This is an optimization exercise on Yosys and OpenROAD, whose aim is small area, a short achievable clock period and few clock cycles per item, not a production implementation.
In this exercise RTL edits were held to simulation tests only and were not proved equivalent to the original.
Power is estimated from default activity; no workload was simulated.

Design vmicro16_core, start of the top module:
module vmicro16_core # (
    parameter DATA_WIDTH = 16,
    parameter CORE_ID    = 0
) (
    input         clk,
    input         reset,
    output [7:0]  dbug,
    output        halt,
    input  [7:0]   ints,
    input  [127:0] ints_data,
    output [7:0]   ints_ack,
    output reg [22:0] w_PADDR,
    output reg        w_PWRITE,
    output reg        w_PSELx,
    output reg        w_PENABLE,
    output reg [15:0] w_PWDATA,
    input      [15:0] w_PRDATA,
    input             w_PREADY,
    output [22:0] w2_PADDR,
    output        w2_PWRITE,
    output        w2_PSELx,
    output        w2_PENABLE,
    output [15:0] w2_PWDATA,
    input  [15:0] w2_PRDATA,
    input         w2_PREADY
);
    reg  [15:0] regs [0:7];
    reg  [3:0]  flags;               
    reg  [15:0] tim0 [0:63];         
    reg  [15:0] intv [0:7];          
    reg  [7:0]  intm;                
    reg         freq;                
    reg  [11:0] faddr;               
    reg  [11:0] rtgt;                
    reg         rpend;
  ...
Size: about 5400 cells after synthesis, roughly 1600 flip-flops, about 270 I/O pins.
clock: 10.0 ns
lec_check: 0
cap_margin: 20
core_margin: 2
core_utilization: 40
setup_slack_margin: 5
slew_margin: 20
tns_end_percent: 5
standard.sh (not shown) runs the stock make flow with config.mk's settings and CLKGATE_MAP_FILE= SYNTH_SCRIPT=/design/flow/synth_recipe.tcl, a recipe that flattens the netlist after the stock synthesis.
==> flow/flow/run.sh <==
#!/bin/bash
# The standard layout, with the timing repair aiming further below the clock
# period than config.mk's settings allow.
set -euo pipefail
bash standard.sh SETUP_SLACK_MARGIN=7 finish > standard.log 2>&1
Testbench counts at the start, summed over its fixed seeds: cycles 6,061, items 5,575.
==> next run, changes <==
==> flow/run.sh (new file) <==
#!/bin/bash
# synth_recipe.tcl (not shown) runs the flow's synth.tcl, then flattens the netlist and writes it again
# the make line also repeats each setting of config.mk as NAME=value (left out here)
make -C /OpenROAD-flow-scripts/flow DESIGN_CONFIG=/design/flow/config.mk WORK_HOME=/design/flow/orfs CLKGATE_MAP_FILE= SYNTH_SCRIPT=/design/flow/synth_recipe.tcl finish
removed: flow/flow/run.sh
removed: flow/standard.sh
The new run went through all stages and came out clean. Power decreases by 4.1%. Via count decreases by 3.7%. Non-clock buffer count decreases by 237. Utilization decreases by 2.9 points. Worst setup slack gets worse by 950 ps. Routed wire length decreases by 3.7%. Maximum frequency decreases by 18%. Sequential cell count is unchanged.

---

Another version of the RTL of vmicro16_core (not shown whole).
Size: about 4,900 cells after synthesis, ~270 I/O pins, roughly 72,000 sq um of cells after synthesis.
clock: 10.0 ns
lec_check: 0
cap_margin: 20
core_margin: 2
core_utilization: 40
setup_slack_margin: 5
slew_margin: 20
==> flow/flow/run.sh <==
#!/bin/bash
# The standard layout, with the timing repair aiming further below the clock
# period than config.mk's settings allow.
set -euo pipefail
bash standard.sh SETUP_SLACK_MARGIN=7 finish > standard.log 2>&1
Testbench counts at the start, summed over its fixed seeds: cycles 6,292, items 5,575.
Change:
==> flow/run.sh (new file) <==
#!/bin/bash
# synth_recipe.tcl (not shown) runs the flow's synth.tcl, then flattens the netlist and writes it again
# the make line also repeats each setting of config.mk as NAME=value (left out here)
make -C /OpenROAD-flow-scripts/flow DESIGN_CONFIG=/design/flow/config.mk WORK_HOME=/design/flow/orfs CLKGATE_MAP_FILE= SYNTH_SCRIPT=/design/flow/synth_recipe.tcl finish
removed: flow/flow/run.sh
removed: flow/standard.sh
After rerunning: Setup slack loses 0.42 ns; utilization goes down by 6.6 points; wire length fell by about 16%; critical path depth fell by 4; global-route usage falls by 3.6 points; total power came out lower by 5.8%; area after synthesis is unchanged; fmax drops by about 8%.

---

vmicro16_core, a different RTL version from the one above (not shown whole).
Size: ~5400 cells after synthesis, ~1500 flip-flops, roughly 270 I/O pins, roughly 72000 sq um of cells after synthesis.
Settings: LEC_CHECK=0, CAP_MARGIN=20, CORE_MARGIN=2, CORE_UTILIZATION=40, SETUP_SLACK_MARGIN=5, SLEW_MARGIN=20; clock period 10.0 ns.
run.sh (not shown) runs the stock make flow with config.mk's settings and CLKGATE_MAP_FILE= SYNTH_SCRIPT=/design/flow/synth_recipe.tcl, a recipe that flattens the netlist after the stock synthesis.
Stock flow here: none of the scripts above is used.
The starting point passed the timing, design-rule and antenna checks.
Testbench counts at the start, summed over its fixed seeds: cycles 6,322, items 5,575.
Next try:
--- a/flow/config.mk
+++ b/flow/config.mk
@@ -10 +10 @@
-export CORE_UTILIZATION = 40
+export CORE_UTILIZATION = 60
Effect:
- hold slack hardly moves
- wire length falls by a few percent
- cell count falls by roughly a tenth
- sequential power barely changes
- cell area falls slightly
- total power hardly moves
- non-clock buffer count falls by 2
- clock-buffer cell count falls by 1
- core utilization rises by 22 points

## port drivers added, routing unchanged
How much do the figures lean on ideal ports? The routed layouts below were timed once more, with nothing changed but the port constraints. Step 1, drivers: a clkbuf_16 drives clk and a buf_2 each remaining input, both assumed. Step 2 moves the port delays by t, midway between the first and last clock arrival at a register: inputs arrive t later, outputs are due t later. That takes back most of the time a late clock gives input paths. Slacks: ideal ports / drivers / drivers and shift; pairs: ideal ports / drivers.
run	t, ns	setup slack, ns	hold slack, ns	worst setup path after step 2	clock arrival spread, ns
the first run of note 1	0.914	5.555 / 5.555 / 5.142	0.420 / 0.420 / 0.420	input to register	0.096 / 0.096
the second run of note 1	0.897	4.603 / 4.603 / 4.225	0.417 / 0.417 / 0.417	input to register	0.057 / 0.057
the first run of note 2	0.906	5.347 / 5.347 / 5.347	0.472 / 0.472 / 0.472	register to register	0.064 / 0.065
the second run of note 2	0.902	4.930 / 4.930 / 4.930	0.455 / 0.455 / 0.455	register to register	0.032 / 0.032
the first run of note 3	0.908	4.998 / 4.990 / 4.134	0.424 / 0.424 / 0.424	input to register	0.067 / 0.067
the second run of note 3	0.874	4.825 / 4.847 / 3.973	0.423 / 0.423 / 0.423	input to register	0.028 / 0.028
After both steps every run listed still meets setup and hold. The setup slack of the first run of note 3, which loses most, moves by -0.008 ns with the drivers and by -0.864 ns with both steps.
